From an optimization exercise on the open Yosys and OpenROAD flow, aimed at small area, a short achievable clock period and few clock cycles per item; shortcuts taken in it are not production practice. Function was checked by simulation only, so behaviour that the tests miss may differ from the original.

== alpha ==
==> flow/design.v (excerpt) <==
module insertionSort #(
    parameter NUM_VALS = 32,
    parameter SIZE_DATA = 16
)(
    input  logic                          i_clk,
    input  logic                          i_rst_n,
    input  logic                          i_start,
    input  logic [NUM_VALS*SIZE_DATA-1:0] i_data,
    output logic                          o_done,
    output logic [NUM_VALS*SIZE_DATA-1:0] o_data
);
Settings: LEC_CHECK=0, ABC_AREA=1, CAP_MARGIN=20, CORE_AREA=2 2 358 358, CTS_CLUSTER_DIAMETER=120, CTS_CLUSTER_SIZE=20, DIE_AREA=0 0 360 360, SLEW_MARGIN=50; clock period 10.0 ns.
standard.sh (not shown) runs the stock make flow with config.mk's settings and CLKGATE_MAP_FILE= SYNTH_SCRIPT=/design/flow/synth_recipe.tcl, a recipe that flattens the netlist after the stock synthesis.
==> flow/flow/run.sh <==
#!/bin/bash
# The standard ORFS layout (the standard.sh, standard synthesis unchanged)
# with two changes: the port buffers the standard flow's flow inserts use a small buffer
# cell instead of the delay buffer buffer_ports picks by default, and repair
# aims for a setup slack margin of MARGIN ns against the 10 ns clock.
# Each tool's output goes to ORFS's own logs under orfs/logs; the make output
# is kept in standard.log.
set -euo pipefail
MARGIN=$(cat flow/margin.txt)
PORTBUF=$(cat flow/portbuf.txt)
bash standard.sh "SETUP_SLACK_MARGIN=${MARGIN}" \
    "BUFFER_PORTS_ARGS=-buffer_cell ${PORTBUF}" finish > standard.log 2>&1
==> flow/flow/margin.txt <==
6.6
==> flow/flow/portbuf.txt <==
sky130_fd_sc_hd__buf_1
Testbench counts of alpha, summed over its fixed seeds: cycles 1,920, sorts 192.
The following lists how beta was set up differently from alpha:
- ABC_AREA now 0, was 1
- SLEW_MARGIN now 20, was 50
- CORE_AREA now 2 2 378 378, was 2 2 358 358
- DIE_AREA now 0 0 380 380, was 0 0 360 360
==> flow/flow/margin.txt <==
6.0
### Flow results
- In beta, count of buffers not belonging to the clock network in the layout is higher than in alpha.
- The standard cells in beta occupy less silicon area than those in alpha do.
- Compared with alpha, in beta clock period minus final worst setup slack went up, end-of-flow core utilization went down, synthesized area went down, cell depth of the worst setup path went down, mux cell area share after synthesis went up.
- Synthesis-to-layout area growth in beta is 5.0 points above alpha.
Setup changes, beta to gamma
- CORE_AREA changed from 2 2 378 378 to 2 2 358 358
- ABC_AREA changed from 0 to 1
- DIE_AREA changed from 0 0 380 380 to 0 0 360 360
- SLEW_MARGIN changed from 20 to 70
==> flow/flow/margin.txt <==
6.7
Findings:
Post-route met1 wirelength (beta / gamma): 0.920. Looking at class of the most critical setup path, the reg -> out result is from gamma; the reg -> reg one comes from beta. On starting density of the core, the higher figure sits with gamma, not beta. Compared with beta, gamma shows via count higher by about 30%. Compared with beta, in gamma area after synthesis grew by about 18%; area fraction in and, or, nand and nor cells after synthesis higher; number of logic stages on the critical path including buffering went down. r_key[378] as the launch point of the worst path was reported by gamma, and r_key[448] by beta. gamma vs. beta: cell area went up about 22%.
Relative to gamma, the following input files were edited for delta:
- SLEW_MARGIN now 20, was 70
- CORE_AREA now 2 2 338 338, was 2 2 358 358
- DIE_AREA now 0 0 340 340, was 0 0 360 360
==> flow/flow/margin.txt <==
6.6
Results
Final area on delta is ahead of gamma.
Per the comparison of delta with gamma, number of antenna repair diodes lost 36%; synthesized area stayed essentially flat.
Of gamma and delta, the run reporting the lower wire length on met2 was delta.
Clock period minus final worst setup slack up 180 ps in delta wrt gamma
Cell count along the critical path: delta > gamma
The inputs of epsilon differ from those of delta as listed below.
- DIE_AREA changed from 0 0 340 340 to 0 0 360 360
- CORE_AREA changed from 2 2 338 338 to 2 2 358 358
==> flow/flow/margin.txt <==
6.7
Looking at register-to-register slack, epsilon sits above delta. epsilon vs. delta: design area saw an increase, die area saw an increase. Run comparison: epsilon cell at the slowest stage of the critical path dfxtp_4; delta cell at the slowest stage of the critical path dfxtp_1. epsilon ended with more worst setup slack before clock tree synthesis than delta. Compare epsilon and delta | sequential fraction of total cell area higher: delta.

-- what the ideal ports hide --
Ports are ideal in the flow. The routed layouts listed here were re-timed in OpenROAD.
Step 1 assumes that a clkbuf_16 drives the clock port and a buf_2 every other input.
Step 2 also shifts input and output timing later by t, the mid clock arrival at the registers, as if the neighbouring blocks saw the same clock.
a / b / c = ideal ports / drivers / drivers and shift; a / b = the first two.
run | shift t [ns] | setup slack, ns | latest minus earliest clock arrival (ns) | worst register clock-pin slew, ns
alpha | 0.746 | 6.556 / 6.490 / 6.515 | 0.036 / 0.035 | 0.10 / 0.10
beta | 0.730 | 5.906 / 5.906 / 5.906 | 0.041 / 0.041 | 0.10 / 0.10
gamma | 0.750 | 6.644 / 6.562 / 6.694 | 0.034 / 0.034 | 0.10 / 0.10
delta | 0.750 | 6.464 / 6.464 / 6.464 | 0.033 / 0.033 | 0.11 / 0.11
epsilon | 0.764 | 6.644 / 6.557 / 6.675 | 0.034 / 0.034 | 0.10 / 0.10
After both steps every run listed still meets setup and hold. The setup slack of alpha, which loses most, moves by -0.066 ns with the drivers and by -0.041 ns with both steps.
